This is an optimization exercise on Yosys and OpenROAD, whose aim is small area, not a production implementation. In this exercise RTL edits were held to simulation tests only and were not proved equivalent to the original. Power is estimated from default activity; no workload was simulated.

--- flow/flow/run.sh ---
#!/bin/bash
# Layout flow: the standard flow, with one extra step after the standard
# synthesis.  The combinational logic of the synthesized netlist is mapped a
# second time with a stronger ABC script (flow/remap.tcl, flow/remap.abc);
# the registers of the standard synthesis are kept as they are (same cells,
# same names).  Then the standard flow continues from that netlist.
# Each tool's output goes to a log file of its own in this folder.
set -euo pipefail
HERE=$PWD
RES=$HERE/orfs/results/$FLOW_PLATFORM/Tetris_top/base

# 1. standard synthesis
bash standard.sh "$RES/1_2_yosys.v" > 1_synth_standard.log 2>&1
cp "$RES/1_2_yosys.v" "$HERE/1_2_yosys_standard.v"

# 2. second mapping of the combinational logic, repeated on its own result
#    (passes cycle through flow/remap.abc, remap_c.abc and remap_b.abc); the
#    smallest netlist is kept.  A pass whose result is implausibly small (under 70% of
#    the standard synthesis) is not kept.
export REMAP_LIB=$FLOW_HOME/platforms/$FLOW_PLATFORM/lib/sky130_fd_sc_hd__tt_025C_1v80.lib
export REMAP_SCRIPT=$HERE/flow/remap.abc
export REMAP_CONSTR=$HERE/flow/remap.constr
export REMAP_PERIOD_PS=$(awk "BEGIN{print int($FLOW_PERIOD_NS*1000)}")
prev=$HERE/1_2_yosys_standard.v
best=""; best_area=""
std_area=$(awk '/Chip area for module/ {print $NF}' "$HERE/orfs/reports/$FLOW_PLATFORM/Tetris_top/base/synth_stat.txt" 2>/dev/null || true)
for i in $(seq 1 20); do
  case $(( i % 4 )) in
    0) export REMAP_SCRIPT=$HERE/flow/remap_b.abc ;;
    2) export REMAP_SCRIPT=$HERE/flow/remap_c.abc ;;
    *) export REMAP_SCRIPT=$HERE/flow/remap.abc ;;
  esac
  export REMAP_IN=$prev
  export REMAP_OUT=$HERE/1_2_yosys_remap$i.v
  export REMAP_STAT=$HERE/remap_stat$i.txt
  if ! yosys -c flow/remap.tcl > 2_remap$i.log 2>&1; then
    echo "pass $i: failed" >> 2_remap_summary.log
    continue
  fi
  area=$(awk '/Chip area for module/ {print $NF}' "$REMAP_STAT" 2>/dev/null || true)
  if [[ -z "$area" ]]; then
    echo "pass $i: no area" >> 2_remap_summary.log
    continue
  fi
  echo "pass $i: area $area" >> 2_remap_summary.log
  if [[ -n "$std_area" ]] && awk "BEGIN{exit !($area < 0.7 * $std_area)}"; then
    echo "pass $i: result rejected (standard synthesis $std_area)" >> 2_remap_summary.log
    continue
  fi
  if [[ -z "$best" ]] || awk "BEGIN{exit !($area < $best_area)}"; then
    best=$REMAP_OUT; best_area=$area
  fi
  prev=$REMAP_OUT
done
# 2b. from the smallest netlist so far, a few passes of ABC's &deepsyn
#     (flow/remap_ds.abc.in) with different random seeds; again the smallest
#     netlist is kept
if [[ -n "$best" ]]; then
  base=$best
  for seed in 3 11 5 0 7 13 19 23 29 31 37 41 43 47 53 59; do
    sed "s/SEED/$seed/" flow/remap_ds.abc.in > remap_ds_$seed.abc
    export REMAP_SCRIPT=$HERE/remap_ds_$seed.abc
    export REMAP_IN=$base
    export REMAP_OUT=$HERE/1_2_yosys_remap_ds$seed.v
    export REMAP_STAT=$HERE/remap_stat_ds$seed.txt
    if ! timeout 600 yosys -c flow/remap.tcl > 2_remap_ds$seed.log 2>&1; then
      echo "deepsyn seed $seed: failed" >> 2_remap_summary.log
      continue
    fi
    area=$(awk '/Chip area for module/ {print $NF}' "$REMAP_STAT" 2>/dev/null || true)
    if [[ -z "$area" ]]; then
      echo "deepsyn seed $seed: no area" >> 2_remap_summary.log
      continue
    fi
    echo "deepsyn seed $seed: area $area" >> 2_remap_summary.log
    if [[ -n "$std_area" ]] && awk "BEGIN{exit !($area < 0.7 * $std_area)}"; then
      echo "deepsyn seed $seed: result rejected (standard synthesis $std_area)" >> 2_remap_summary.log
      continue
    fi
    if awk "BEGIN{exit !($area < $best_area)}"; then
      best=$REMAP_OUT; best_area=$area
    fi
  done
fi
if [[ -z "$best" ]]; then best=$HERE/1_2_yosys_standard.v; best_area=$std_area; fi
echo "kept $best ($best_area)" >> 2_remap_summary.log
cp "$best" "$RES/1_2_yosys.v"
touch "$RES/1_2_yosys.v"

# 3. the rest of the standard flow, from the re-mapped netlist (with the
#    clock tree options of flow/cts_args.txt and the port buffer options of
#    flow/buffer_ports_args.txt, if there are)
if [[ -f flow/cts_args.txt ]]; then
  export CTS_ARGS="$(cat flow/cts_args.txt)"
fi
# every port still gets its buffer (buffer_ports), of the smallest buffer cell
if [[ -f flow/buffer_ports_args.txt ]]; then
  export BUFFER_PORTS_ARGS="$(cat flow/buffer_ports_args.txt)"
fi
bash standard.sh > 3_layout_standard.log 2>&1
--- flow/flow/buffer_ports_args.txt ---
-buffer_cell sky130_fd_sc_hd__buf_1
--- flow/flow/cts_args.txt ---
-sink_clustering_enable -repair_clock_nets -sink_clustering_size 16 -sink_clustering_max_diameter 80 -buf_list sky130_fd_sc_hd__clkbuf_8 -dont_use_dummy_load
--- flow/flow/remap.abc ---
strash
dc2
dch -f
&get -n
&nf -R 1000 -p -F 8 -C 32
&put
mfs -a
strash
dc2
dch -f
&get -n
&nf -R 1000 -p -F 8 -C 32
&put
mfs -a
strash
dc2
dch -f
&get -n
&nf -R 1000 -p -F 8 -C 32
&put
mfs -a
strash
dch -f
&get -n
&nf -R 1000 -p -F 8 -C 32
&put
topo
--- flow/flow/remap.constr ---
set_driving_cell sky130_fd_sc_hd__buf_1
set_load 5
--- flow/flow/remap.tcl ---
# Second mapping of the combinational logic of the standard synthesis netlist
# with a stronger ABC script.  The sequential cells (their instances and
# names) are kept as they are; only the logic between them is re-mapped.
yosys -import
set lib $::env(REMAP_LIB)
read_liberty -ignore_miss_func $lib
read_verilog $::env(REMAP_IN)
hierarchy -top Tetris_top
# keep the sequential cells
foreach m [split [string trim [tee -q -s result.string select -list-mod =sky130_fd_sc_hd__*df* =sky130_fd_sc_hd__*dl*]] "\n"] {
  setattr -mod -set keep_hierarchy 1 $m
}
flatten
opt_clean -purge
techmap
opt -fast -purge
# the platform's don't-use cells (platforms/sky130hd/config.mk)
set dont_use {}
foreach c {sky130_fd_sc_hd__probe_p_8 sky130_fd_sc_hd__probec_p_8 sky130_fd_sc_hd__lpflow_bleeder_1
           sky130_fd_sc_hd__lpflow_clkbufkapwr_1 sky130_fd_sc_hd__lpflow_clkbufkapwr_16 sky130_fd_sc_hd__lpflow_clkbufkapwr_2
           sky130_fd_sc_hd__lpflow_clkbufkapwr_4 sky130_fd_sc_hd__lpflow_clkbufkapwr_8 sky130_fd_sc_hd__lpflow_clkinvkapwr_1
           sky130_fd_sc_hd__lpflow_clkinvkapwr_16 sky130_fd_sc_hd__lpflow_clkinvkapwr_2 sky130_fd_sc_hd__lpflow_clkinvkapwr_4
           sky130_fd_sc_hd__lpflow_clkinvkapwr_8 sky130_fd_sc_hd__lpflow_decapkapwr_12 sky130_fd_sc_hd__lpflow_decapkapwr_3
           sky130_fd_sc_hd__lpflow_decapkapwr_4 sky130_fd_sc_hd__lpflow_decapkapwr_6 sky130_fd_sc_hd__lpflow_decapkapwr_8
           sky130_fd_sc_hd__lpflow_inputiso0n_1 sky130_fd_sc_hd__lpflow_inputiso0p_1 sky130_fd_sc_hd__lpflow_inputiso1n_1
           sky130_fd_sc_hd__lpflow_inputiso1p_1 sky130_fd_sc_hd__lpflow_inputisolatch_1 sky130_fd_sc_hd__lpflow_isobufsrc_1
           sky130_fd_sc_hd__lpflow_isobufsrc_16 sky130_fd_sc_hd__lpflow_isobufsrc_2 sky130_fd_sc_hd__lpflow_isobufsrc_4
           sky130_fd_sc_hd__lpflow_isobufsrc_8 sky130_fd_sc_hd__lpflow_isobufsrckapwr_16 sky130_fd_sc_hd__lpflow_lsbuf_lh_hl_isowell_tap_1
           sky130_fd_sc_hd__lpflow_lsbuf_lh_hl_isowell_tap_2 sky130_fd_sc_hd__lpflow_lsbuf_lh_hl_isowell_tap_4
           sky130_fd_sc_hd__lpflow_lsbuf_lh_isowell_4 sky130_fd_sc_hd__lpflow_lsbuf_lh_isowell_tap_1
           sky130_fd_sc_hd__lpflow_lsbuf_lh_isowell_tap_2 sky130_fd_sc_hd__lpflow_lsbuf_lh_isowell_tap_4} {
  lappend dont_use -dont_use $c
}
abc -script $::env(REMAP_SCRIPT) -liberty $lib {*}$dont_use -constr $::env(REMAP_CONSTR) -D $::env(REMAP_PERIOD_PS)
opt_clean -purge
hilomap -singleton -hicell sky130_fd_sc_hd__conb_1 HI -locell sky130_fd_sc_hd__conb_1 LO
# (no insbuf: the floorplan step buffers every port anyway)
splitnets
opt_clean -purge
foreach m [split [string trim [tee -q -s result.string select -list-mod =sky130_fd_sc_hd__*]] "\n"] {
  blackbox $m
}
tee -o $::env(REMAP_STAT) stat -liberty $lib
write_verilog -noattr -nohex -nodec $::env(REMAP_OUT)
--- flow/flow/remap_b.abc ---
strash
dc2
dch -f
&get -n
&nf -R 1000
&put
mfs
strash
dch -f
&get -n
&nf -R 1000
&put
mfs
strash
dch -f
&get -n
&nf -R 1000
&put
topo
--- flow/flow/remap_c.abc ---
strash
dc2
dch -f
&get -n
&nf -R 1000 -p -F 8 -C 32
&put
mfs -a
strash
dc2
dch -f
&get -n
&nf -R 1000 -p -F 8 -C 32
&put
mfs -a
strash
dch -f
&get -n
&nf -R 1000 -p -F 8 -C 32
&put
topo
--- flow/flow/remap_ds.abc.in ---
strash
&get -n
&deepsyn -T 30 -S SEED
&put
strash
dch -f
&get -n
&nf -R 1000 -p -F 8 -C 32
&put
topo
--- flow/standard.sh ---
#!/bin/bash
# synth_recipe.tcl (not shown) runs the flow's synth.tcl, then flattens the netlist and writes it again
# the make line also repeats each setting of config.mk as NAME=value (left out here)
make -C /OpenROAD-flow-scripts/flow DESIGN_CONFIG=/design/flow/config.mk WORK_HOME=/design/flow/orfs CLKGATE_MAP_FILE= SYNTH_SCRIPT=/design/flow/synth_recipe.tcl "${@:-finish}"
--- flow/config.mk ---
export PLATFORM = sky130hd
export DESIGN_NAME = Tetris_top
export DESIGN_NICKNAME = Tetris_top
export VERILOG_FILES = /design/flow/design.v
export SDC_FILE = /design/flow/constraint.sdc
export NUM_CORES = 8
export LEC_CHECK = 0
export ABC_AREA = 1
export CAP_MARGIN = 10
export CORE_MARGIN = 2
export CORE_UTILIZATION = 55
export CTS_BUF_LIST = sky130_fd_sc_hd__clkbuf_8
export CTS_CLUSTER_DIAMETER = 80
export CTS_CLUSTER_SIZE = 16
export HOLD_SLACK_MARGIN = 0
export PLACE_DENSITY = 0.7
export SLEW_MARGIN = 10
--- flow/constraint.sdc ---
create_clock -name core_clock -period 12.0 [get_ports {clk}]
set_input_delay 2.4000 -clock core_clock [delete_from_list [all_inputs] [get_ports {clk}]]
set_output_delay 2.4000 -clock core_clock [all_outputs]
set_load 0.01 [all_outputs]
--- flow/design.v ---
module tetris_main(clk, rst, c, Btn_Left, Btn_Right, Btn_Down, Btn_Spin,
                   gs_ent, dirty, g_ps, g_q, g_p, g_o, Score);
	input clk, rst;
	input [1:0] c;
	input Btn_Left, Btn_Right, Btn_Down, Btn_Spin;
	output [49:0] gs_ent;      
	output reg dirty;          
	output [4:0] g_ps;         
	output [4:0] g_q;          
	output [3:0] g_p;          
	output [3:0] g_o;          
	output reg [15:0] Score;   
	localparam S_Start = 4'd0, S_Initialize = 4'd1, S_GenerateNewPiece = 4'd2, S_Idle = 4'd3,
	           S_MoveLeft = 4'd4, S_MoveRight = 4'd5, S_Spin = 4'd6, S_SpinCorrection = 4'd7,
	           S_Wait = 4'd8, S_Tick = 4'd9, S_CleanFullRows = 4'd10, S_CleanEmptyRows = 4'd11,
	           S_CheckLoss = 4'd12, S_GameOver = 4'd13;
	localparam OP_NONE = 3'd0, OP_CLR = 3'd1, OP_SETTLE = 3'd2, OP_CLRROW = 3'd3, OP_SHIFT = 3'd4, OP_ROTP = 3'd5;
	wire ce = (c == 2'd1);
	wire [1:0] ge = c ^ 2'd2;    
	reg [3:0] Game_State;
	reg [6:0] Game_State_Counter;
	reg [2:0] Row_Elim_Counter;
	reg [11:0] Game_Clock_Counter;
	reg [2:0] Random_Counter;
	reg [4:0] PS;
	reg [4:0] SA_q;
	reg [3:0] SA_p;
	reg [2:0] op_r;
	reg [3:0] o;               
	assign g_o = o;
	reg acc1, acc2;
	reg [49:0] gW, gA, gB, gC;
	assign gs_ent = gC;
	assign g_ps = PS;
	assign g_q = SA_q;
	assign g_p = SA_p;
	wire [15:0] psd;
	assign psd[0] = 1'b0;
	assign psd[1] = 1'b0;
	assign psd[2] = (PS == 5'd2);
	assign psd[3] = 1'b0;
	assign psd[4] = 1'b0;
	assign psd[5] = (PS == 5'd5) | (PS == 5'd6) | (PS == 5'd8) | (PS == 5'd10) | (PS == 5'd15);
	assign psd[6] = (PS == 5'd2) | (PS == 5'd4) | (PS == 5'd6) | (PS == 5'd8) | (PS == 5'd12) | (PS == 5'd14) | (PS == 5'd17) | (PS == 5'd18) | (PS == 5'd19);
	assign psd[7] = (PS == 5'd4) | (PS == 5'd7) | (PS == 5'd9) | (PS == 5'd12);
	assign psd[8] = (PS == 5'd3);
	assign psd[9] = (PS == 5'd1) | (PS == 5'd3) | (PS == 5'd4) | (PS == 5'd5) | (PS == 5'd9) | (PS == 5'd10) | (PS == 5'd11) | (PS == 5'd13) | (PS == 5'd15) | (PS == 5'd16) | (PS == 5'd18) | (PS == 5'd19);
	assign psd[10] = (PS == 5'd1) | (PS == 5'd2) | (PS == 5'd3) | (PS == 5'd4) | (PS == 5'd5) | (PS == 5'd6) | (PS == 5'd7) | (PS == 5'd8) | (PS == 5'd9) | (PS == 5'd11) | (PS == 5'd12) | (PS == 5'd13) | (PS == 5'd14) | (PS == 5'd15) | (PS == 5'd16) | (PS == 5'd17) | (PS == 5'd18) | (PS == 5'd19);
	assign psd[11] = (PS == 5'd3) | (PS == 5'd6) | (PS == 5'd7) | (PS == 5'd9) | (PS == 5'd11) | (PS == 5'd13) | (PS == 5'd15) | (PS == 5'd16) | (PS == 5'd17) | (PS == 5'd18);
	assign psd[12] = 1'b0;
	assign psd[13] = (PS == 5'd1) | (PS == 5'd10) | (PS == 5'd11) | (PS == 5'd14);
	assign psd[14] = (PS == 5'd1) | (PS == 5'd2) | (PS == 5'd5) | (PS == 5'd7) | (PS == 5'd8) | (PS == 5'd10) | (PS == 5'd12) | (PS == 5'd14) | (PS == 5'd16) | (PS == 5'd17) | (PS == 5'd19);
	assign psd[15] = (PS == 5'd13);
	wire [4:0] ps_spin;
	assign ps_spin[0] = (PS == 5'd1) | (PS == 5'd2) | (PS == 5'd4) | (PS == 5'd6) | (PS == 5'd8) | (PS == 5'd10) | (PS == 5'd12) | (PS == 5'd14) | (PS == 5'd16) | (PS == 5'd18);
	assign ps_spin[1] = (PS == 5'd2) | (PS == 5'd3) | (PS == 5'd6) | (PS == 5'd7) | (PS == 5'd9) | (PS == 5'd10) | (PS == 5'd13) | (PS == 5'd14) | (PS == 5'd17) | (PS == 5'd18);
	assign ps_spin[2] = (PS == 5'd4) | (PS == 5'd5) | (PS == 5'd6) | (PS == 5'd7) | (PS == 5'd12) | (PS == 5'd13) | (PS == 5'd14) | (PS == 5'd15);
	assign ps_spin[3] = (PS == 5'd8) | (PS == 5'd9) | (PS == 5'd10) | (PS == 5'd11) | (PS == 5'd12) | (PS == 5'd13) | (PS == 5'd14) | (PS == 5'd15);
	assign ps_spin[4] = (PS == 5'd16) | (PS == 5'd17) | (PS == 5'd18) | (PS == 5'd19);
	wire [4:0] ps_new;
	assign ps_new[0] = (Random_Counter == 3'd0);
	assign ps_new[1] = (Random_Counter == 3'd1) || (Random_Counter == 3'd3);
	assign ps_new[2] = (Random_Counter == 3'd2) || (Random_Counter == 3'd3) || (Random_Counter == 3'd5);
	assign ps_new[3] = (Random_Counter == 3'd4) || (Random_Counter == 3'd5);
	assign ps_new[4] = (Random_Counter == 3'd6) || (Random_Counter == 3'd7);
	reg [8:0] tdec;
	always @(*) begin : tdecode
		integer i;
		for (i = -4; i <= 4; i = i + 1)
			tdec[i + 4] = (ge == 2'd0 && SA_q == 3 - i) || (ge == 2'd1 && SA_q == 8 - i) ||
			              (ge == 2'd2 && SA_q == 13 - i) || (ge == 2'd3 && SA_q == 18 - i);
	end
	wire [9:0] pdec;
	assign pdec[0] = !SA_p[3] && SA_p[2:0] == 3'd0;
	assign pdec[1] = !SA_p[3] && SA_p[2:0] == 3'd1;
	assign pdec[2] = SA_p[2:0] == 3'd2;
	assign pdec[3] = SA_p[2:0] == 3'd3;
	assign pdec[4] = SA_p[2:0] == 3'd4;
	assign pdec[5] = SA_p[2:0] == 3'd5;
	assign pdec[6] = SA_p[2:0] == 3'd6;
	assign pdec[7] = SA_p[2:0] == 3'd7;
	assign pdec[8] = SA_p[3] && !SA_p[0];
	assign pdec[9] = SA_p[3] && SA_p[0];
	reg [3:0] N [0:5];
	always @(*) begin : nibsel
		integer w, m;
		for (w = -1; w <= 4; w = w + 1) begin
			N[w + 1] = 4'b0;
			for (m = 0; m < 4; m = m + 1)
				if (tdec[m - w + 4]) N[w + 1] = N[w + 1] | psd[4 * m +: 4];
		end
	end
	wire [3:0] wr = {SA_p[3] || SA_p[2:0] == 3'd7, SA_p[3], SA_p[3] && SA_p[0], 1'b0};    
	reg [3:0] M [0:4];
	always @(*) begin : geom
		integer w, j;
		for (w = 0; w < 5; w = w + 1)
			for (j = 0; j < 4; j = j + 1)
				M[w][j] = wr[j] ? N[w][j] : N[w + 1][j];
	end
	reg [3:0] ok1, ok2;
	always @(*) begin : colprof
		integer m, j;
		for (j = 0; j < 4; j = j + 1) begin
			ok1[j] = 1'b0; ok2[j] = 1'b0;
			for (m = 0; m < 4; m = m + 1) begin
				if (SA_q <= 22 - m) ok1[j] = ok1[j] | psd[4 * m + j];
				if (SA_q <= 21 - m) ok2[j] = ok2[j] | psd[4 * m + j];
			end
		end
	end
	wire colL  = (ok1[0] & pdec[9]) | (ok1[1] & pdec[8]) | (ok1[2] & pdec[7]) | (ok1[3] & pdec[6]);
	wire colL2 = (ok1[0] & pdec[8]) | (ok1[1] & pdec[7]) | (ok1[2] & pdec[6]) | (ok1[3] & pdec[5]);
	wire colR  = (ok1[0] & pdec[0]) | (ok2[1] & pdec[9]) | (ok2[2] & pdec[8]) | (ok2[3] & pdec[7]);
	wire colR2 = (ok1[0] & pdec[1]) | (ok1[1] & pdec[0]) | (ok2[2] & pdec[9]) | (ok2[3] & pdec[8]);
	reg [4:0] bsel;
	always @(*) begin
		case (Game_State)
			S_CleanFullRows:  bsel = 5'd21 - Game_State_Counter[4:0];
			S_CleanEmptyRows: bsel = 5'd19 - Game_State_Counter[4:0];
			default:          bsel = 5'd0;
		endcase
	end
	reg [1:0] bg; reg [2:0] bw;
	always @(*) begin
		if (bsel >= 20) begin bg = 2'd0; bw = 3'd5; end    
		else if (bsel >= 15) begin bg = 2'd3; bw = bsel - 5'd15; end
		else if (bsel >= 10) begin bg = 2'd2; bw = bsel - 5'd10; end
		else if (bsel >= 5) begin bg = 2'd1; bw = bsel - 5'd5; end
		else begin bg = 2'd0; bw = bsel[2:0]; end
	end
	wire bsel_top = (bsel >= 20);
	reg [4:0] r_eq, r_ge, r_chk;
	always @(*) begin : rowcmp
		integer w;
		for (w = 0; w < 5; w = w + 1) begin
			r_eq[w] = !bsel_top && (ge == bg) && (bw == w);
			r_ge[w] = !bsel_top && ((ge > bg) || ((ge == bg) && (w >= bw)));
			if (w < 4) r_chk[w] = !bsel_top && (ge == bg) && (bw == w + 1);
			else r_chk[w] = (bsel_top && bsel == 5'd20 && ge == 2'd3) || (!bsel_top && (bg == ge + 2'd1) && (ge != 2'd3) && (bw == 3'd0));
		end
	end
	wire clr_all = rst | dirty | (op_r == OP_CLR);
	wire op_set = !clr_all && (op_r == OP_SETTLE);
	wire op_crow = !clr_all && (op_r == OP_CLRROW);
	wire op_shf = !clr_all && (op_r == OP_SHIFT);
	reg [49:0] T;
	always @(*) begin : xform
		integer w;
		reg [9:0] above, cr, rc;
		reg keep, sh;
		for (w = 0; w < 5; w = w + 1) begin
			if (w < 4) above = gC[10 * (w + 1) +: 10];
			else above = (ge == 2'd3) ? 10'b0 : gB[9:0];
			cr = gC[10 * w +: 10];
			case (op_r)
				OP_ROTP: rc = {cr[0], cr[9:1]};
				default: rc = cr;
			endcase
			sh = op_shf & r_ge[w];
			keep = !clr_all & !(op_crow & r_eq[w]) & !sh;
			T[10 * w +: 10] = (rc & {10{keep}}) | (above & {10{sh}}) | ({6'b0, M[w]} & {10{op_set}});
		end
	end
	reg hitL, hitR, hitT, hitS, hitF, hitE;
	always @(*) begin : checks
		integer w;
		reg [9:0] below, tr;
		reg [3:0] pr;
		hitL = 1'b0; hitR = 1'b0; hitT = 1'b0; hitS = 1'b0; hitF = 1'b0; hitE = 1'b0;
		for (w = 0; w < 5; w = w + 1) begin
			tr = T[10 * w +: 10];
			pr = M[w];
			if (w > 0) below = T[10 * (w - 1) +: 10];
			else below = (ge == 2'd0) ? 10'h3ff : gW[49:40];
			hitS = hitS | (|(tr[3:0] & pr));
			hitT = hitT | (|(below[3:0] & pr));
			hitL = hitL | (|(tr[4:1] & pr));
			hitR = hitR | (|({tr[2:0], tr[9]} & pr));
			hitF = hitF | (r_chk[w] & (&tr));
			hitE = hitE | (r_chk[w] & ~(|tr));
		end
	end
	wire row19_ne = |T[49:40];    
	wire spin_off = (o != SA_p);
	wire hit1 = (Game_State == S_SpinCorrection) ? (spin_off ? hitR : hitS) : (Game_State == S_Tick) ? hitT :
	            (Game_State == S_CleanFullRows) ? hitF : hitL;
	wire hit2 = (Game_State == S_CleanEmptyRows) ? hitE : hitR;
	wire f1 = acc1 | hit1, f2 = acc2 | hit2;
	wire fL = f1, fS = f1, fT = f1, fF = f1, fR = f2, fE = f2;
	always @(posedge clk) begin
		acc1 <= ((c == 2'd2) ? 1'b0 : acc1) | hit1;
		acc2 <= ((c == 2'd2) ? 1'b0 : acc2) | hit2;
	end
	always @(posedge clk) begin
		gW <= T;
		gA <= gW;
		gB <= gA;
		gC <= gB;
	end
	always @(posedge clk)
		if (rst) dirty <= 1'b1;
		else if (c == 2'd2) dirty <= 1'b0;
	reg [15:0] score_next;
	always @(*) begin : bcd
		reg [3:0] o, t, h, th, o2, t2;
		reg c0, c1, c2, wrap;
		reg [4:0] ts;
		reg [2:0] d;
		o = Score[3:0]; t = Score[7:4]; h = Score[11:8]; th = Score[15:12];
		c0 = 1'b0;
		if (Row_Elim_Counter == 3'd1 || Row_Elim_Counter == 3'd2 || Row_Elim_Counter == 3'd3) begin
			c0 = (o >= 4'd5);
			o = c0 ? o - 4'd5 : o + 4'd5;
		end
		d[0] = (Row_Elim_Counter == 3'd2);
		d[1] = (Row_Elim_Counter == 3'd3);
		d[2] = (Row_Elim_Counter == 3'd4);
		ts = t + d + c0;
		c1 = (ts >= 5'd10);
		t = c1 ? ts - 5'd10 : ts[3:0];
		c2 = c1 && (h == 4'd9);
		h = c1 ? ((h == 4'd9) ? 4'd0 : h + 4'd1) : h;
		th = th + c2;
		wrap = (th == 4'd8) && (h[1] || (h[0] && t == 4'd9 && o >= 4'd2));
		if (wrap) begin
			o2 = (o >= 4'd2) ? o - 4'd2 : o + 4'd8;
			t2 = (o >= 4'd2) ? ((t == 4'd9) ? 4'd0 : t + 4'd1) : t;
			score_next = {8'd0, t2, o2};
		end
		else score_next = {th, h, t, o};
	end
	reg [2:0] sa_op;
	reg [3:0] pn; reg [1:0] qop; reg [4:0] qc;
	always @(*) begin
		pn = SA_p; qop = 2'd0; qc = 5'd0;
		case (sa_op)
			3'd1: begin pn = 4'd3; qop = 2'd3; qc = 5'd21; end
			3'd2: if (SA_p == 4'd9) begin pn = 4'd0; qop = 2'd1; end
			      else if (SA_q == 5'd25 && SA_p == 4'd5) begin pn = 4'd0; qop = 2'd3; qc = 5'd0; end
			      else pn = SA_p + 4'd1;
			3'd3: if (SA_p == 4'd0) begin
			          if (SA_q == 5'd0) begin pn = 4'd5; qop = 2'd3; qc = 5'd25; end
			          else begin pn = 4'd9; qop = 2'd2; end
			      end
			      else pn = SA_p - 4'd1;
			3'd4: begin pn = 4'd0; qop = 2'd1; end
			3'd5: qop = 2'd1;
			3'd6: if (SA_q == 5'd0) begin
			          qop = 2'd3;
			          if (SA_p <= 4'd3) begin pn = SA_p + 4'd6; qc = 5'd24; end
			          else begin pn = SA_p - 4'd4; qc = 5'd25; end
			      end
			      else qop = 2'd2;
			default: ;
		endcase
	end
	reg [2:0] op_n;
	always @(*) begin
		sa_op = 3'd0;
		case (Game_State)
			S_GenerateNewPiece: if (Game_State_Counter == 0) sa_op = 3'd1;
			S_MoveLeft: sa_op = 3'd2;
			S_MoveRight: sa_op = 3'd3;
			S_SpinCorrection:
				if (Game_State_Counter[0] == 0) begin
					if (colL && colR) begin
						if (colL2 && colR2) sa_op = 3'd4;
						else if (!colL2) sa_op = 3'd2;
						else if (!colR2) sa_op = 3'd3;
					end
					else if (fS) sa_op = 3'd5;
				end
			S_Tick: if (!fT) sa_op = 3'd6;
			default: ;
		endcase
	end
	always @(posedge clk) begin
		if (ce) begin
			SA_p <= pn;
			case (qop)
				2'd1: SA_q <= SA_q + 5'd1;
				2'd2: SA_q <= SA_q - 5'd1;
				2'd3: SA_q <= qc;
				default: ;
			endcase
		end
	end
	always @(posedge clk) begin
		if (rst) begin
			Game_State <= S_Start;
			Score <= 16'd0;
			PS <= 5'd0;
			Random_Counter <= 3'd0;
			Game_Clock_Counter <= 12'd0;
		end
		else if (ce) begin
			Random_Counter <= (Random_Counter == 3'b110) ? 3'b0 : Random_Counter + 1'b1;
			if (Game_State == S_Idle)
				Game_Clock_Counter <= Game_Clock_Counter[10:0] + 12'd5;
			else if (Game_State == S_Spin)
				Game_Clock_Counter <= 12'd0;
			case (Game_State)
				S_Start: begin
					if (Btn_Spin) Game_State <= S_Initialize;
				end
				S_Initialize: begin
					Score <= 16'd0;
					Game_State <= S_GenerateNewPiece;
				end
				S_GenerateNewPiece: begin
					if (Game_State_Counter == 0) PS <= ps_new;
					if (Game_State_Counter >= 2) Game_State <= S_Idle;
				end
				S_Idle: begin
					if (Btn_Spin) Game_State <= S_Spin;
					else if (Btn_Left) begin
						if (!colL && !fL) Game_State <= S_MoveLeft;
					end
					else if (Btn_Right) begin
						if (!colR && !fR) Game_State <= S_MoveRight;
					end
					else if (Game_Clock_Counter[11] || Btn_Down) Game_State <= S_Tick;
				end
				S_MoveLeft: Game_State <= S_Wait;
				S_MoveRight: Game_State <= S_Wait;
				S_Spin: begin
					if (Game_State_Counter == 0) PS <= ps_spin;
					if (Game_State_Counter >= 3) Game_State <= S_SpinCorrection;
				end
				S_SpinCorrection: begin
					if (Game_State_Counter[0] == 0 && !(colL && colR) && !fS) Game_State <= S_Wait;
				end
				S_Wait: begin
					if (Game_State_Counter == 0) Game_State <= S_Idle;
				end
				S_Tick: begin
					if (fT) Game_State <= S_CleanFullRows;
					else Game_State <= S_Wait;
				end
				S_CleanFullRows: begin
					if (Game_State_Counter > 21) begin
						Score <= score_next;
						Game_State <= S_CleanEmptyRows;
					end
				end
				S_CleanEmptyRows: begin
					if (Game_State_Counter >= 18) Game_State <= S_CheckLoss;
				end
				S_CheckLoss: begin
					if (row19_ne) Game_State <= S_GameOver;
					else Game_State <= S_GenerateNewPiece;
				end
				S_GameOver: begin
					if (Btn_Spin) Game_State <= S_Initialize;
				end
				default: Game_State <= S_Start;
			endcase
		end
	end
	always @(posedge clk) begin
		if (ce) begin
			op_n = OP_NONE;
			case (Game_State)
				S_Start: begin
					op_n = OP_CLR;
					if (Btn_Spin) Game_State_Counter <= 7'd0;
				end
				S_Initialize: begin
					op_n = OP_CLR;
					Game_State_Counter <= 7'd0;
				end
				S_GenerateNewPiece: begin
					if (Game_State_Counter < 2) Game_State_Counter <= Game_State_Counter + 1'b1;
					else Game_State_Counter <= 7'd0;
				end
				S_Idle: begin
					if (Btn_Spin || (!Btn_Left && !Btn_Right && (Game_Clock_Counter[11] || Btn_Down)))
						Game_State_Counter <= 7'd0;
				end
				S_MoveLeft, S_MoveRight: Game_State_Counter <= 7'd1;
				S_Spin: begin
					if (Game_State_Counter < 3) Game_State_Counter <= Game_State_Counter + 1'b1;
					else Game_State_Counter <= 7'd0;
				end
				S_SpinCorrection: begin
					if (Game_State_Counter[0] == 0 && !(colL && colR) && !fS) Game_State_Counter <= 7'd1;
					else Game_State_Counter <= Game_State_Counter + 1'b1;
				end
				S_Wait: begin
					if (Game_State_Counter != 0) Game_State_Counter <= Game_State_Counter + 1'b1;
				end
				S_Tick: begin
					if (fT) begin
						op_n = OP_SETTLE;
						Game_State_Counter <= 7'd0;
					end
					else Game_State_Counter <= 7'd1;
				end
				S_CleanFullRows: begin
					if (Game_State_Counter == 0)
						Row_Elim_Counter <= 3'd0;
					else if (Game_State_Counter <= 20 && fF) begin
						op_n = OP_CLRROW;
						Row_Elim_Counter <= Row_Elim_Counter + 1'b1;
					end
					if (Game_State_Counter > 21) Game_State_Counter <= 7'd0;
					else Game_State_Counter <= Game_State_Counter + 1'b1;
				end
				S_CleanEmptyRows: begin
					if (Game_State_Counter <= 18 && fE) op_n = OP_SHIFT;
					if (Game_State_Counter < 18) Game_State_Counter <= Game_State_Counter + 1'b1;
					else Game_State_Counter <= 7'd0;
				end
				S_CheckLoss: begin
					if (!row19_ne) Game_State_Counter <= 7'd0;
				end
				default: ;
			endcase
			op_r <= op_n;
			if (op_n == OP_CLR) o <= 4'd3;
			else if (op_n == OP_NONE && (sa_op == 3'd2 || sa_op == 3'd4 ||
			         (Game_State == S_SpinCorrection ? (SA_p == o_inc) : (rot_t != o)))) begin
				op_r <= OP_ROTP;
				o <= o_inc;
			end
		end
	end
	wire [3:0] o_inc = (o[3] && o[0]) ? 4'd0 : o + 4'd1;
	wire post_settle = (Game_State == S_CleanFullRows) || (Game_State == S_CleanEmptyRows) ||
	                   (Game_State == S_CheckLoss) || (Game_State == S_GameOver) || (Game_State == S_GenerateNewPiece);
	wire [3:0] rot_t = post_settle ? 4'd3 : SA_p;
endmodule
`timescale 1ns / 1ps
module tetris_vga2(
	clk, rst, c, hlo, dirty,
	gs_ent, g_ps, g_q, g_p, g_o,
	HSync, VSync,
	R, G, B
    );
	input clk;
	input rst;
	input [1:0] c;
	input [3:0] hlo;           
	input dirty;
	input [49:0] gs_ent;
	input [4:0] g_ps;
	input [4:0] g_q;
	input [3:0] g_p;
	input [3:0] g_o;
	output reg HSync;
	output reg VSync;
	output wire [2:0] R;
	output wire [2:0] G;
	output wire [1:0] B;
	reg r2, r1, g2, g0;
	assign R = {r2, r1, r1};
	assign G = {g2, g2, g0};
	assign B = {g0, g0};
	reg [5:0] HorizontalCounterHi;
	wire [9:0] HorizontalCounter = {HorizontalCounterHi, hlo};
	reg [9:0] VerticalCounter;
	wire pxl_ce = (c == 2'd1);
	wire hsync_fall = pxl_ce && (HorizontalCounter == 10'd0);
	wire frame_start = hsync_fall && (VerticalCounter == 0);
	always @(posedge clk) begin
		if (rst)
			HorizontalCounterHi <= 0;
		else if (pxl_ce && hlo == 4'd15) begin
			if (HorizontalCounterHi < 6'd49)
				HorizontalCounterHi <= HorizontalCounterHi + 1'b1;
			else
				HorizontalCounterHi <= 0;
		end
	end
	always @(posedge clk) begin
		if (rst)
			HSync <= 1'b1;
		else if (pxl_ce)
			HSync <= !(HorizontalCounter < 96);
	end
	always @(posedge clk) begin
		if (rst)
			VerticalCounter <= 0;
		else if (hsync_fall) begin
			if (VerticalCounter < 524)
				VerticalCounter <= VerticalCounter + 1'b1;
			else
				VerticalCounter <= 0;
		end
	end
	always @(posedge clk) begin
		if (rst)
			VSync <= 1'b0;
		else if (pxl_ce)
			VSync <= !(VerticalCounter < 2);
	end
	reg [49:0] vW, vA, vB, vC;
	reg ld;
	reg blank;
	reg [4:0] s_ps;
	reg [4:0] s_q;
	reg [3:0] s_p;
	reg [3:0] s_o;
	always @(posedge clk) begin
		vW <= ld ? gs_ent : vC;
		vA <= vW;
		vB <= vA;
		vC <= vB;
	end
	always @(posedge clk)
		if (pxl_ce) ld <= frame_start;
	always @(posedge clk) begin
		if (rst) blank <= 1'b1;
		else if (frame_start && !dirty) blank <= 1'b0;
	end
	wire pre2 = pxl_ce && (VerticalCounter == 10'd0) && (HorizontalCounter == 10'd798);
	wire pre1 = pxl_ce && (VerticalCounter == 10'd0) && (HorizontalCounter == 10'd799);
	always @(posedge clk) begin
		if (pre2) s_ps <= g_ps;
		if (pre1) begin
			s_q <= g_q;
			s_p <= g_p;
		end
		if (frame_start) s_o <= g_o;
	end
	wire [9:0] H = HorizontalCounter;
	wire [9:0] V = VerticalCounter;
	wire [4:0] vq = V[8:4] + (V[3:0] >= 4'd13);
	wire [4:0] drow = (V <= 10'd108) ? 5'd19 : 5'd25 - vq;
	reg [1:0] dgrp; reg [2:0] dw;
	always @(*) begin
		if (drow >= 15) begin dgrp = 2'd3; dw = drow - 5'd15; end
		else if (drow >= 10) begin dgrp = 2'd2; dw = drow - 5'd10; end
		else if (drow >= 5) begin dgrp = 2'd1; dw = drow - 5'd5; end
		else begin dgrp = 2'd0; dw = drow[2:0]; end
	end
	wire [3:0] dcol = ~H[7:4];    
	wire [1:0] wgrp = (c - 2'd1) ^ 2'd2;    
	reg [9:0] vrow;
	always @(*)
		case (dw)
			3'd0: vrow = vW[9:0];
			3'd1: vrow = vW[19:10];
			3'd2: vrow = vW[29:20];
			3'd3: vrow = vW[39:30];
			default: vrow = vW[49:40];
		endcase
	wire [3:0] scol = (dcol >= s_o) ? dcol - s_o : dcol + 4'd10 - s_o;
	wire vbit = vrow[scol];
	reg cap;
	always @(posedge clk)
		if (wgrp == dgrp) cap <= vbit;
	wire abit = ((dgrp == 2'd2) ? vbit : cap) & !blank;
	wire [15:0] sd;
	assign sd[0] = 1'b0;
	assign sd[1] = 1'b0;
	assign sd[2] = (s_ps == 5'd2);
	assign sd[3] = 1'b0;
	assign sd[4] = 1'b0;
	assign sd[5] = (s_ps == 5'd5) | (s_ps == 5'd6) | (s_ps == 5'd8) | (s_ps == 5'd10) | (s_ps == 5'd15);
	assign sd[6] = (s_ps == 5'd2) | (s_ps == 5'd4) | (s_ps == 5'd6) | (s_ps == 5'd8) | (s_ps == 5'd12) | (s_ps == 5'd14) | (s_ps == 5'd17) | (s_ps == 5'd18) | (s_ps == 5'd19);
	assign sd[7] = (s_ps == 5'd4) | (s_ps == 5'd7) | (s_ps == 5'd9) | (s_ps == 5'd12);
	assign sd[8] = (s_ps == 5'd3);
	assign sd[9] = (s_ps == 5'd1) | (s_ps == 5'd3) | (s_ps == 5'd4) | (s_ps == 5'd5) | (s_ps == 5'd9) | (s_ps == 5'd10) | (s_ps == 5'd11) | (s_ps == 5'd13) | (s_ps == 5'd15) | (s_ps == 5'd16) | (s_ps == 5'd18) | (s_ps == 5'd19);
	assign sd[10] = (s_ps == 5'd1) | (s_ps == 5'd2) | (s_ps == 5'd3) | (s_ps == 5'd4) | (s_ps == 5'd5) | (s_ps == 5'd6) | (s_ps == 5'd7) | (s_ps == 5'd8) | (s_ps == 5'd9) | (s_ps == 5'd11) | (s_ps == 5'd12) | (s_ps == 5'd13) | (s_ps == 5'd14) | (s_ps == 5'd15) | (s_ps == 5'd16) | (s_ps == 5'd17) | (s_ps == 5'd18) | (s_ps == 5'd19);
	assign sd[11] = (s_ps == 5'd3) | (s_ps == 5'd6) | (s_ps == 5'd7) | (s_ps == 5'd9) | (s_ps == 5'd11) | (s_ps == 5'd13) | (s_ps == 5'd15) | (s_ps == 5'd16) | (s_ps == 5'd17) | (s_ps == 5'd18);
	assign sd[12] = 1'b0;
	assign sd[13] = (s_ps == 5'd1) | (s_ps == 5'd10) | (s_ps == 5'd11) | (s_ps == 5'd14);
	assign sd[14] = (s_ps == 5'd1) | (s_ps == 5'd2) | (s_ps == 5'd5) | (s_ps == 5'd7) | (s_ps == 5'd8) | (s_ps == 5'd10) | (s_ps == 5'd12) | (s_ps == 5'd14) | (s_ps == 5'd16) | (s_ps == 5'd17) | (s_ps == 5'd19);
	assign sd[15] = (s_ps == 5'd13);
	wire [5:0] k = {1'b0, drow} + 6'd3 - {1'b0, s_q};
	reg [3:0] nmain, nwrap;
	always @(*) begin
		case (k)
			6'd0: begin nmain = sd[3:0]; nwrap = 4'b0; end
			6'd1: begin nmain = sd[7:4]; nwrap = sd[3:0]; end
			6'd2: begin nmain = sd[11:8]; nwrap = sd[7:4]; end
			6'd3: begin nmain = sd[15:12]; nwrap = sd[11:8]; end
			6'd4: begin nmain = 4'b0; nwrap = sd[15:12]; end
			default: begin nmain = 4'b0; nwrap = 4'b0; end
		endcase
	end
	wire [4:0] jd = {1'b0, dcol} - {1'b0, s_p};    
	reg bbit0;
	wire bbit = bbit0 & !blank;
	always @(*) begin
		case (jd)
			5'd0: bbit0 = nmain[0];
			5'd1: bbit0 = nmain[1];
			5'd2: bbit0 = nmain[2];
			5'd3: bbit0 = nmain[3];
			5'd22: bbit0 = nwrap[0];    
			5'd23: bbit0 = nwrap[1];    
			5'd24: bbit0 = nwrap[2];    
			5'd25: bbit0 = nwrap[3];    
			default: bbit0 = 1'b0;
		endcase
	end
	always @(posedge clk) begin
		if (rst) begin
			r2 <= 1'b0; r1 <= 1'b0; g2 <= 1'b0; g0 <= 1'b0;
		end
		else if (pxl_ce) begin
			if (V < 76) begin
				r2 <= 1'b0; r1 <= 1'b0; g2 <= 1'b0; g0 <= 1'b0;
			end
			else if (V < 92 || (V >= 412 && V < 428)) begin
				if (H >= 336 && H < 528) begin
					r2 <= 1'b1; r1 <= 1'b1; g2 <= 1'b1; g0 <= 1'b1;
				end
				else begin
					r2 <= 1'b0; r1 <= 1'b0; g2 <= 1'b0; g0 <= 1'b0;
				end
			end
			else if (V < 412) begin
				if (H < 336 || H >= 528) begin
					r2 <= 1'b0; r1 <= 1'b0; g2 <= 1'b0; g0 <= 1'b0;
				end
				else if (H < 352 || H >= 512) begin
					r2 <= 1'b1; r1 <= 1'b1; g2 <= 1'b1; g0 <= 1'b1;
				end
				else begin
					r2 <= abit & bbit;
					r1 <= bbit;
					g2 <= abit & !bbit;
					g0 <= abit ^ bbit;
				end
			end
			else begin
				r2 <= 1'b0; r1 <= 1'b0; g2 <= 1'b0; g0 <= 1'b0;
			end
		end
	end
endmodule
`timescale 1ns / 1ps
module tetris_seg(clk, rst, num, c, hlo, seg, an);
	input clk, rst;
	input [15:0] num;        
	output [1:0] c;          
	output [3:0] hlo;        
	output [7:0] seg;
	output reg [3:0] an;
	reg [12:0] divider;
	assign c = divider[1:0];
	assign hlo = divider[5:2];
	wire scan_ce = (divider == 13'h0FFF);
	reg [3:0] dec_bcd;
	reg [3:0] pend;
	always @(posedge clk)
		if (rst) divider <= 13'd0;
		else divider <= divider + 1'b1;
	wire [3:0] an_next = {an[2:0], an[3] & ~(&an[2:0])};
	reg [3:0] digit;
	always @(*)
		case (an_next)
			4'b1110: digit = num[7:4];
			4'b1101: digit = num[11:8];
			4'b1011: digit = num[15:12];
			default: digit = num[3:0];
		endcase
	always @(posedge clk) begin
		if (rst) begin
			an <= 4'b1111;
			dec_bcd <= 4'd0;
			pend <= 4'd0;
		end
		else if (scan_ce) begin
			an <= an_next;
			dec_bcd <= pend;
			pend <= digit;
		end
	end
	assign seg[7] = 1'b1;
	assign seg[0] = !((dec_bcd == 4'd0) | (dec_bcd == 4'd2) | (dec_bcd == 4'd3) | (dec_bcd == 4'd5) | (dec_bcd == 4'd6) | (dec_bcd == 4'd7) | (dec_bcd == 4'd8) | (dec_bcd == 4'd9));
	assign seg[1] = !((dec_bcd == 4'd0) | (dec_bcd == 4'd1) | (dec_bcd == 4'd2) | (dec_bcd == 4'd3) | (dec_bcd == 4'd4) | (dec_bcd == 4'd7) | (dec_bcd == 4'd8) | (dec_bcd == 4'd9));
	assign seg[2] = !((dec_bcd == 4'd0) | (dec_bcd == 4'd1) | (dec_bcd == 4'd3) | (dec_bcd == 4'd4) | (dec_bcd == 4'd5) | (dec_bcd == 4'd6) | (dec_bcd == 4'd7) | (dec_bcd == 4'd8) | (dec_bcd == 4'd9));
	assign seg[3] = !((dec_bcd == 4'd0) | (dec_bcd == 4'd2) | (dec_bcd == 4'd3) | (dec_bcd == 4'd5) | (dec_bcd == 4'd6) | (dec_bcd == 4'd8) | (dec_bcd == 4'd9));
	assign seg[4] = !((dec_bcd == 4'd0) | (dec_bcd == 4'd2) | (dec_bcd == 4'd6) | (dec_bcd == 4'd8));
	assign seg[5] = !((dec_bcd == 4'd0) | (dec_bcd == 4'd4) | (dec_bcd == 4'd5) | (dec_bcd == 4'd6) | (dec_bcd == 4'd8) | (dec_bcd == 4'd9));
	assign seg[6] = !((dec_bcd == 4'd2) | (dec_bcd == 4'd3) | (dec_bcd == 4'd4) | (dec_bcd == 4'd5) | (dec_bcd == 4'd6) | (dec_bcd == 4'd8) | (dec_bcd == 4'd9));
endmodule
`timescale 1ns / 1ps
module Tetris_top(
	clk,
	rst,
	btnL,
	btnR,
	btnD,
	btnS,
	HSync,
	VSync,
	R,
	G,
	B,
	Seg,
	An
    );
	input clk, rst, btnL, btnR, btnD, btnS;
	output HSync, VSync;
	output [2:0] R;
	output [2:0] G;
	output [1:0] B;
	output [7:0] Seg;
	output [3:0] An;
	wire [1:0] c;
	wire [3:0] hlo;
	wire dirty;
	wire [49:0] gs_ent;
	wire [4:0] g_ps, g_q;
	wire [3:0] g_p, g_o;
	wire [15:0] score;
	tetris_main M_TET(.clk(clk), .rst(rst), .c(c), .Btn_Left(btnL), .Btn_Right(btnR), .Btn_Down(btnD),
		.Btn_Spin(btnS), .gs_ent(gs_ent), .dirty(dirty), .g_ps(g_ps), .g_q(g_q), .g_p(g_p), .g_o(g_o), .Score(score));
	tetris_vga2 M_VGA(.clk(clk), .rst(rst), .c(c), .hlo(hlo), .dirty(dirty), .gs_ent(gs_ent), .g_ps(g_ps), .g_q(g_q),
		.g_p(g_p), .g_o(g_o), .HSync(HSync), .VSync(VSync), .R(R), .G(G), .B(B));
	tetris_seg  M_SEG(.clk(clk), .rst(rst), .num(score), .c(c), .hlo(hlo), .seg(Seg), .an(An));
endmodule
==> results of run 1 <==
## worst reg2reg max path: cells and delay by family, from the launching register on
kind	cells	cell delay, ns
buf+inv	2	0.39
compound gates	11	2.30
flops	1	0.61
xor+xnor	1	0.10
simple gates	21	5.42
## flip-flops by register name (all words and copies together) (netlist names), 5 cells and up
signal,count
M_TET.Score,16
M_TET.PS,5
M_TET.SA_q,5
M_VGA.HorizontalCounterHi,6
M_TET.gC,50
M_TET.Game_State_Counter,7
M_SEG.divider,13
M_VGA.vA,50
M_TET.gW,50
M_TET.gB,50
M_TET.gA,50
M_VGA.vC,50
M_VGA.vB,50
M_VGA.s_ps,5
M_VGA.s_q,5
M_VGA.vW,50
M_TET.Game_Clock_Counter,12
M_VGA.VerticalCounter,10
## routing by layer
metal	wire, um	share of wire	track usage
met4	2420	0.045	0.128
met3	3870	0.072	0.0448
met5	0	0	0
met1	23100	0.43	0.380
met2	24100	0.45	0.447
## power by group through the flow
stage / Combinational (uW) / Clock [uW] / Sequential [uW]
finish: 80.1 / 839 / 1830
global route: 88.5 / 920 / 1830
CTS: 79.2 / 862 / 1830
detailed placement: 78.9 / 0 / 1870
global placement: 77.6 / 0 / 1870
floorplan: 49.7 / 0 / 1870
## cell type report
type | instances | area share
Multi-Input combinational cell | 1395 | 0.392
Clock buffer | 41 | 0.0267
Tap cell | 461 | 0.0273
Inverter | 60 | 0.0107
Timing Repair Buffer | 48 | 0.0123
Sequential cell | 537 | 0.531
## through the flow
stage	power (uW)	setup WS, ns	hold slack [ns]	cell area, sq um
final	2750	2.94	0.308	21100
after global routing	2840	1.95	0.303	21100
after CTS	2770	3.16	0.291	21100
after detailed placement	1950	3.05	0.312	20600
after global placement	1950	3.31	0.309	20600
after floorplan	1920	4.12	0.310	19700
## worst paths after layout
check,depth (start not counted),slack (ns),end,startpoint
setup / recovery,35,2.94,M_TET.SA_q[2]$_DFFE_PP_,M_TET.Game_State[1]$_SDFFE_PP0P_
hold / removal,0,0.31,M_TET.gB[42]$_DFF_P_,M_TET.gA[42]$_DFF_P_
setup reg to reg,35,2.94,M_TET.SA_q[2]$_DFFE_PP_,M_TET.Game_State[1]$_SDFFE_PP0P_
hold reg to reg,0,0.31,M_TET.gB[42]$_DFF_P_,M_TET.gA[42]$_DFF_P_
==> results_dict.tcl, run 1 <==
set metrics [dict create \
    setup_tns_ns 0 \
    die_area_sq_um 37400 \
    hold_viol 0 \
    power_frac_comb 0.029 \
    worstSetupEndpointType "register" \
    period_minus_slack_ns 9.06 \
    cts_root_buffer "clkbuf_8" \
    ioPinCount 28 \
    syn_area_per_cell_sq_um 9.89 \
    maxCapViolCount 0 \
    worst_slew_pin_slew_ns 1.27 \
    core_sq_um 35400 \
    cp.arrival_ns 9.42 \
    relSlewSlack 0.141 \
    die_h_um 193 \
    synth_cells 1992 \
    slew_viol_final 0 \
    synth_fp_nets 1998 \
    final_common_cell "dfxtp_1" \
    chipWidth_um 193 \
    fillerInstances 3098 \
    setup-violations-final 0 \
    timing.critical_path.buf_inv 2 \
    cts_buffers 41 \
    crit_family "simple AND/OR/NAND/NOR gates" \
    vias_per_cell 6.28 \
    first_global_vias 14769 \
    start_util 0.557 \
    multi_input_area_sq_um 8280 \
    seq_area_sq_um 11200 \
    vias 15953 \
    grt_start_max_net_pins 51 \
    status "no timing/DRC/antenna violations" \
    start_kind "register" \
    crit_top_cell "nand2_1" \
    p_clk_frac 0.305 \
    dp_cells 2500 \
    cts_resized 0 \
    cts_setup_buffers 0 \
    antenna_cells 0 \
    dp_hpwl_mm 39.3 \
    stdcell_count 2542 \
    finClkSkew_ns 0.0831 \
    h-tree-depth 2 \
    internal_power_uw 2150 \
    drtPass1Iterations 8 \
    max_freq_ghz 0.110 \
    hold_class "register to register" \
    switching_share 0.219 \
    yosysWarnings 5 \
    grt_overflow 0 \
    utilization 0.597 \
    cts_buffer_depth 3 \
    num_rows 69 \
    critPathRequiredTime_ns 12.36 \
    postCtsHoldBufs 0 \
    p_seq_frac 0.666 \
    nNetsFinal 2089 \
    drt_iter0_drc 1761 \
    crit_slowest_cell "nor3_1" \
    clk_latency_ns 0.64 \
    grt_pass1_wl_mm 83.3 \
    drc 0 \
    leakagePower_uw 0.00774 \
    gp_congestion 0.957 \
    avgRoutedWirePerCell_um 21.0 \
    critical_path.max_fanout 16 \
    io_buffers 26 \
    crit_path_max_incr_delay_ns 0.73 \
    postRouteAntennaNets 0 \
    drive_above_1_share 0.0317 \
    rsz0062_at_grt "false" \
    antenna_found_initial 1 \
    clk_pin_slew_worst_paths_ns 0.10 \
    drt-total-wl_mm 53.4 \
    synth_area_sq_um 19700 \
    layout_common_cells "491 x dfxtp_1, 232 x nand2_1, 198 x nor2_1, 138 x a21oi_1, 98 x o21ai_0" \
    cts_tree "yes" \
    worst-setup-path-type "register to register" \
    cts.sinks 537 \
    track_usage 0.281 \
    p_sw_uw 603 \
    ir_worst_vdd_v 0.000128 \
    period_share 0.755 \
    area_growth_pct 7.17 \
    cellPowerDensity_nw_per_um2 130 \
]
==> run 2: changes to the inputs <==
--- a/flow/config.mk
+++ b/flow/config.mk
@@ -7,5 +7,5 @@
 export LEC_CHECK = 0
 export ABC_AREA = 1
-export CAP_MARGIN = 10
+export CAP_MARGIN = 20
 export CORE_MARGIN = 2
 export CORE_UTILIZATION = 55
@@ -15,3 +15,3 @@
 export HOLD_SLACK_MARGIN = 0
 export PLACE_DENSITY = 0.7
-export SLEW_MARGIN = 10
+export SLEW_MARGIN = 20
==> results_dict.tcl, run 2 <==
set metrics [dict create \
    relSlewSlack 0.228 \
    synth_cells 1992 \
    gp_congestion 0.957 \
    leakagePower_uw 0.00774 \
    slew_viol_final 0 \
    ioPinCount 28 \
    r2r_start "M_TET.Game_State[1]$_SDFFE_PP0P_" \
    drc 0 \
    track_usage 0.281 \
    postRouteAntennaNets 0 \
    hold_class "register to register" \
    area_growth_pct 7.22 \
    min_to "M_VGA.vB[31]$_DFF_P_" \
    start_kind "register" \
    layout_common_cells "491 x dfxtp_1, 232 x nand2_1, 198 x nor2_1, 138 x a21oi_1, 98 x o21ai_0" \
    worst-setup-path-type "register to register" \
    grt_overflow 0 \
    max_freq_ghz 0.110 \
    worstSetupEndpointType "register" \
    drive_above_1_share 0.0322 \
    grt_pass1_wl_mm 83.4 \
    worst_r2r_endpoint "M_TET.SA_q[2]$_DFFE_PP_" \
    h-tree-depth 2 \
    hold_viol 0 \
    crit_path_max_incr_delay_ns 0.71 \
    clk_pin_slew_worst_paths_ns 0.10 \
    first_global_vias 14832 \
    critPathRequiredTime_ns 12.31 \
    antenna_found_initial 2 \
    crit_slowest_cell "nor3_1" \
    cts_buffers 41 \
    post-place-ws_ns 3.08 \
    setup_tns_ns 0 \
    dp_hpwl_mm 39.3 \
    drt-total-wl_mm 53.4 \
    cts_resized 0 \
    cts_buffer_depth 3 \
    cts_root_buffer "clkbuf_8" \
    synth_fp_nets 1998 \
    setup-violations-final 0 \
    vias_per_cell 6.26 \
    reg2reg_slack_ns 2.93 \
    hold_depth 0 \
    drt_iter0_drc 1864 \
    grt_util_met3 0.0474 \
    num_rows 69 \
    syn_area_per_cell_sq_um 9.89 \
    cp.arrival_ns 9.38 \
    vias 15923 \
    core_sq_um 35400 \
    cts_setup_buffers 0 \
    globalRouteMet2Util 0.449 \
    rsz0062_at_grt "false" \
    nNetsFinal 2088 \
    setup_slack_ns 2.93 \
    finClkSkew_ns 0.0582 \
    hp-start "M_VGA.vA[31]$_DFF_P_" \
    yosysWarnings 5 \
    avgRoutedWirePerCell_um 21.0 \
    status "no timing/DRC/antenna violations" \
    worst_slew_pin_slew_ns 1.16 \
    synth_area_sq_um 19700 \
    critical_path.max_fanout 16 \
    io_buffers 26 \
    grt_busiest_layer "met2" \
    clk_latency_ns 0.62 \
    reg2reg_depth 35 \
    start_util 0.557 \
    period_share 0.756 \
    period_minus_slack_ns 9.07 \
    postCtsHoldBufs 0 \
    die_h_um 193 \
    met1_usage 0.382 \
    cts.sinks 537 \
    cellPowerDensity_nw_per_um2 130 \
    crit_top_cell "nand2_1" \
    ir_worst_vdd_v 0.000122 \
    final_common_cell "dfxtp_1" \
    maxCapViolCount 0 \
    grt_start_max_net_pins 51 \
    chipWidth_um 193 \
    drtPass1Iterations 7 \
    die_area_sq_um 37400 \
    cts_tree "yes" \
]
-- run 2: critical path: cells and delay by family (launching register included) --
family / cells / cell delay, ns
and+or+nand+nor: 21 / 5.30
AOI/OAI and AO/OA: 11 / 2.34
DFF: 1 / 0.62
buffers and inverters: 2 / 0.39
xor gates and xnor gates: 1 / 0.10
-- run 2: layer usage --
layer	wire (um)	share of wire
met2	24400	0.46
met3	3990	0.075
met5	39	0.00073
met4	2060	0.039
met1	23000	0.43
-- run 2: worst max-delay path by stage --
stage / cells past startpoint / slack [ns] / startpoint / end
after floorplan: 25 / 4.12 / rst / M_TET.SA_q[2]$_DFFE_PP_
after global placement: 26 / 3.31 / rst / M_TET.SA_q[1]$_DFFE_PP_
after detailed placement: 26 / 3.08 / rst / M_TET.SA_q[1]$_DFFE_PP_
after CTS: 35 / 3.19 / M_TET.Game_State[1]$_SDFFE_PP0P_ / M_TET.SA_q[2]$_DFFE_PP_
after global routing: 36 / 2.01 / M_TET.Game_State[1]$_SDFFE_PP0P_ / M_TET.SA_q[2]$_DFFE_PP_
final: 35 / 2.93 / M_TET.Game_State[1]$_SDFFE_PP0P_ / M_TET.SA_q[2]$_DFFE_PP_
-- run 2: final cells by class --
cell class	count	area (sq um)
Clock buffer	41	564
Inverter	60	225
Sequential cell	537	11200
Timing Repair Buffer	47	255
Antenna cell	1	2.50
Fill cell	3094	14300
Multi-Input combinational cell	1395	8290
Tap cell	461	577
-- run 2: where the power goes --
group          switching (uW)  total [uW]  internal [uW]  leakage (uW)
Clock                     527         835            307      0.000295
Combinational            54.6        80.2           25.5       0.00308
Sequential               17.2        1830           1810       0.00436
Total                     599        2750           2150       0.00774
-- run 2: through the flow --
step / utilization / instance area [sq um] / hold WS (ns) / total power [uW] / cells
finish: 0.597 / 21100 / 0.313 / 2750 / 2542
global route: 0.597 / 21100 / 0.312 / 2840 / 2541
CTS: 0.597 / 21100 / 0.308 / 2770 / 2541
detailed placement: 0.581 / 20600 / 0.312 / 1950 / 2500
global placement: 0.581 / 20600 / 0.309 / 1950 / 2500
floorplan: - / 19700 / 0.310 / 1920 / 1992
==> run 3: changes to the inputs <==
--- a/flow/config.mk
+++ b/flow/config.mk
@@ -9,9 +9,9 @@
 export CAP_MARGIN = 20
 export CORE_MARGIN = 2
-export CORE_UTILIZATION = 55
+export CORE_UTILIZATION = 80
 export CTS_BUF_LIST = sky130_fd_sc_hd__clkbuf_8
 export CTS_CLUSTER_DIAMETER = 80
 export CTS_CLUSTER_SIZE = 16
 export HOLD_SLACK_MARGIN = 0
-export PLACE_DENSITY = 0.7
+export PLACE_DENSITY = 0.92
 export SLEW_MARGIN = 20
==> results_dict.tcl, run 3 <==
set metrics [dict create \
    area_growth_pct 6.08 \
    worst-setup-path-type "register to register" \
    start_kind "register" \
    synth_fp_nets 1998 \
    drt_iter0_drc 4581 \
    chipWidth_um 161 \
    grt_start_max_net_pins 51 \
    nNetsFinal 2080 \
    stdcell_count 2407 \
    cts_buffer_depth 3 \
    antenna_found_initial 15 \
    crit_family "simple AND/OR/NAND/NOR gates" \
    hold_class "register to register" \
    drc 0 \
    finalInstanceArea_sq_um 20900 \
    min_to "M_TET.gC[42]$_DFF_P_" \
    relSlewSlack 0.163 \
    cts_resized 0 \
    hold_viol 0 \
    crit_top_cell "nand2_1" \
    cts_root_buffer "clkbuf_8" \
    status "no timing/DRC/antenna violations" \
    fillerInstances 1150 \
    yosysWarnings 5 \
    drtPass1Iterations 31 \
    clk_pin_slew_worst_paths_ns 0.11 \
    worstSetupEndpointType "register" \
    num_rows 57 \
    postRouteAntennaNets 0 \
    syn_area_per_cell_sq_um 9.89 \
    ir_worst_vdd_v 0.000119 \
    vias 18683 \
    final_common_cell "dfxtp_1" \
    drive_above_1_share 0.0280 \
    cts_setup_buffers 0 \
    crit_path_max_incr_delay_ns 1.01 \
    cellPowerDensity_nw_per_um2 134 \
    core_sq_um 24200 \
    crit_slowest_cell "nor3_1" \
    r2r_start "M_TET.Game_State[1]$_SDFFE_PP0P_" \
    period_share 0.814 \
    h-tree-depth 2 \
    maxCapViolCount 0 \
    gp_congestion 1.06 \
    ioPinCount 28 \
    io_buffers 26 \
    period_minus_slack_ns 9.77 \
    max_freq_ghz 0.102 \
    hp-start "M_TET.gB[42]$_DFF_P_" \
    synth_area_sq_um 19700 \
    finClkSkew_ns 0.117 \
    die_area_sq_um 25900 \
    setup_tns_ns 0 \
    critPathRequiredTime_ns 12.40 \
    postCtsHoldBufs 0 \
    reg2reg_slack_ns 2.23 \
    worst_r2r_endpoint "M_TET.SA_q[2]$_DFFE_PP_" \
    synth_cells 1992 \
    track_usage 0.529 \
    setup-violations-final 0 \
    critical_path.max_fanout 16 \
    rsz0062_at_grt "false" \
    cts_buffers 39 \
    hold_depth 0 \
    slew_viol_final 0 \
    worst_slew_pin_slew_ns 1.24 \
    leakagePower_uw 0.00770 \
    clk_latency_ns 0.64 \
    cts.sinks 537 \
    reg2reg_depth 34 \
    timing.critical_path.buf_inv 1 \
    start_util 0.813 \
    cts_tree "yes" \
    place_area_sq_um 20300 \
    dp_hpwl_mm 43.1 \
    first_global_vias 17536 \
    drt-total-wl_mm 69.2 \
    cp.arrival_ns 10.17 \
    dp_cells 2357 \
    layout_common_cells "491 x dfxtp_1, 232 x nand2_1, 198 x nor2_1, 138 x a21oi_1, 98 x o21ai_0" \
    vias_per_cell 7.76 \
    grt_pass1_wl_mm 104 \
    avgRoutedWirePerCell_um 28.7 \
    grt_overflow 0 \
    die_h_um 161 \
]
==> run 3: final cells by class <==
cell class,instances,area [sq um],share of cell area
well taps,324,405,0.0194
flip-flops and latches,537,11200,0.536
multi-input cells,1395,8290,0.396
clock buffers,39,537,0.0257
inverters,60,225,0.0108
diodes,11,27.5,0.00132
repair buffers,41,210,0.0101
==> run 3: routing by layer <==
layer	track usage	share of wire	up-vias	wire length [um]
li1	-	-	7526	-
met1	0.607	0.32	8317	22300
met2	0.768	0.41	2036	28500
met3	0.264	0.16	784	11100
met4	0.361	0.10	20	7020
met5	0.0758	0.0044	-	301
==> run 3: where the power goes <==
| group | total (uW) | leakage, uW | internal (uW) | switching, uW |
|---|---|---|---|---|
| combinational | 88.4 | 0.00305 | 25.0 | 63.4 |
| clock | 877 | 0.000280 | 294 | 583 |
| sequential | 1830 | 0.00436 | 1810 | 18.1 |
==> run 3: how the worst max path moves through the flow <==
stage                                          start                 endpoint  slack, ns  cells past startpoint
floorplan                                        rst  M_TET.SA_q[2]$_DFFE_PP_       4.12                     25
global placement                                 rst  M_TET.SA_q[1]$_DFFE_PP_       3.52                     26
detailed placement  M_TET.Game_State[1]$_SDFFE_PP0P_  M_TET.SA_q[2]$_DFFE_PP_       3.02                     34
CTS                 M_TET.Game_State[1]$_SDFFE_PP0P_  M_TET.SA_q[2]$_DFFE_PP_       2.89                     34
global route        M_TET.Game_State[1]$_SDFFE_PP0P_  M_TET.SA_q[2]$_DFFE_PP_       2.04                     34
finish              M_TET.Game_State[1]$_SDFFE_PP0P_  M_TET.SA_q[2]$_DFFE_PP_       2.23                     34
==> run 3: worst reg2reg max path, delay by kind of cell, from the launching register on <==
family                    cells  cell delay [ns]
AOI/OAI and AO/OA            11             2.45
xor gates and xnor gates      1             0.22
buffers and inverters         1             0.18
DFF                           1             0.60
and+or+nand+nor              21             6.16
==> run 3: per-stage QoR <==
step | total power, uW | utilization | hold slack (ns) | setup slack, ns
final | 2800 | 0.862 | 0.278 | 2.23
after global routing | 2830 | 0.861 | 0.290 | 2.04
after CTS | 2750 | 0.861 | 0.275 | 2.89
after detailed placement | 1950 | 0.838 | 0.312 | 3.02
after global placement | 1950 | 0.838 | 0.310 | 3.52
after floorplan | 1920 | - | 0.310 | 4.12

## static timing again, ports no longer ideal
The flow's constraints put no driver on any port. The routed layouts listed below were extracted and timed again, unchanged, in two steps. Step 1 sets driving cells, clkbuf_16 on the clock port and buf_2 on the other inputs (assumed; they add their load-dependent delay and slew). Step 2 adds t to the input delays and takes it off the output delays; t is the mean of the earliest and latest rising clock arrival at the registers after step 1. Input paths then give back, and output paths get back, about the clock's delay inside the block. Three values: ideal, step 1, step 2; two values: the first two.
run | t (ns) | setup WS [ns] | worst setup path after step 2 | latest minus earliest clock arrival (ns) | worst slew at a driven data input, ns
run 1 | 0.652 | 2.941 / 2.941 / 2.941 | register to register | 0.083 / 0.083 | 0.04
run 2 | 0.651 | 2.927 / 2.927 / 2.927 | register to register | 0.059 / 0.059 | 0.03
run 3 | 0.629 | 2.229 / 2.229 / 2.229 | register to register | 0.123 / 0.123 | 0.03
After both steps setup and hold are still met in every run listed.
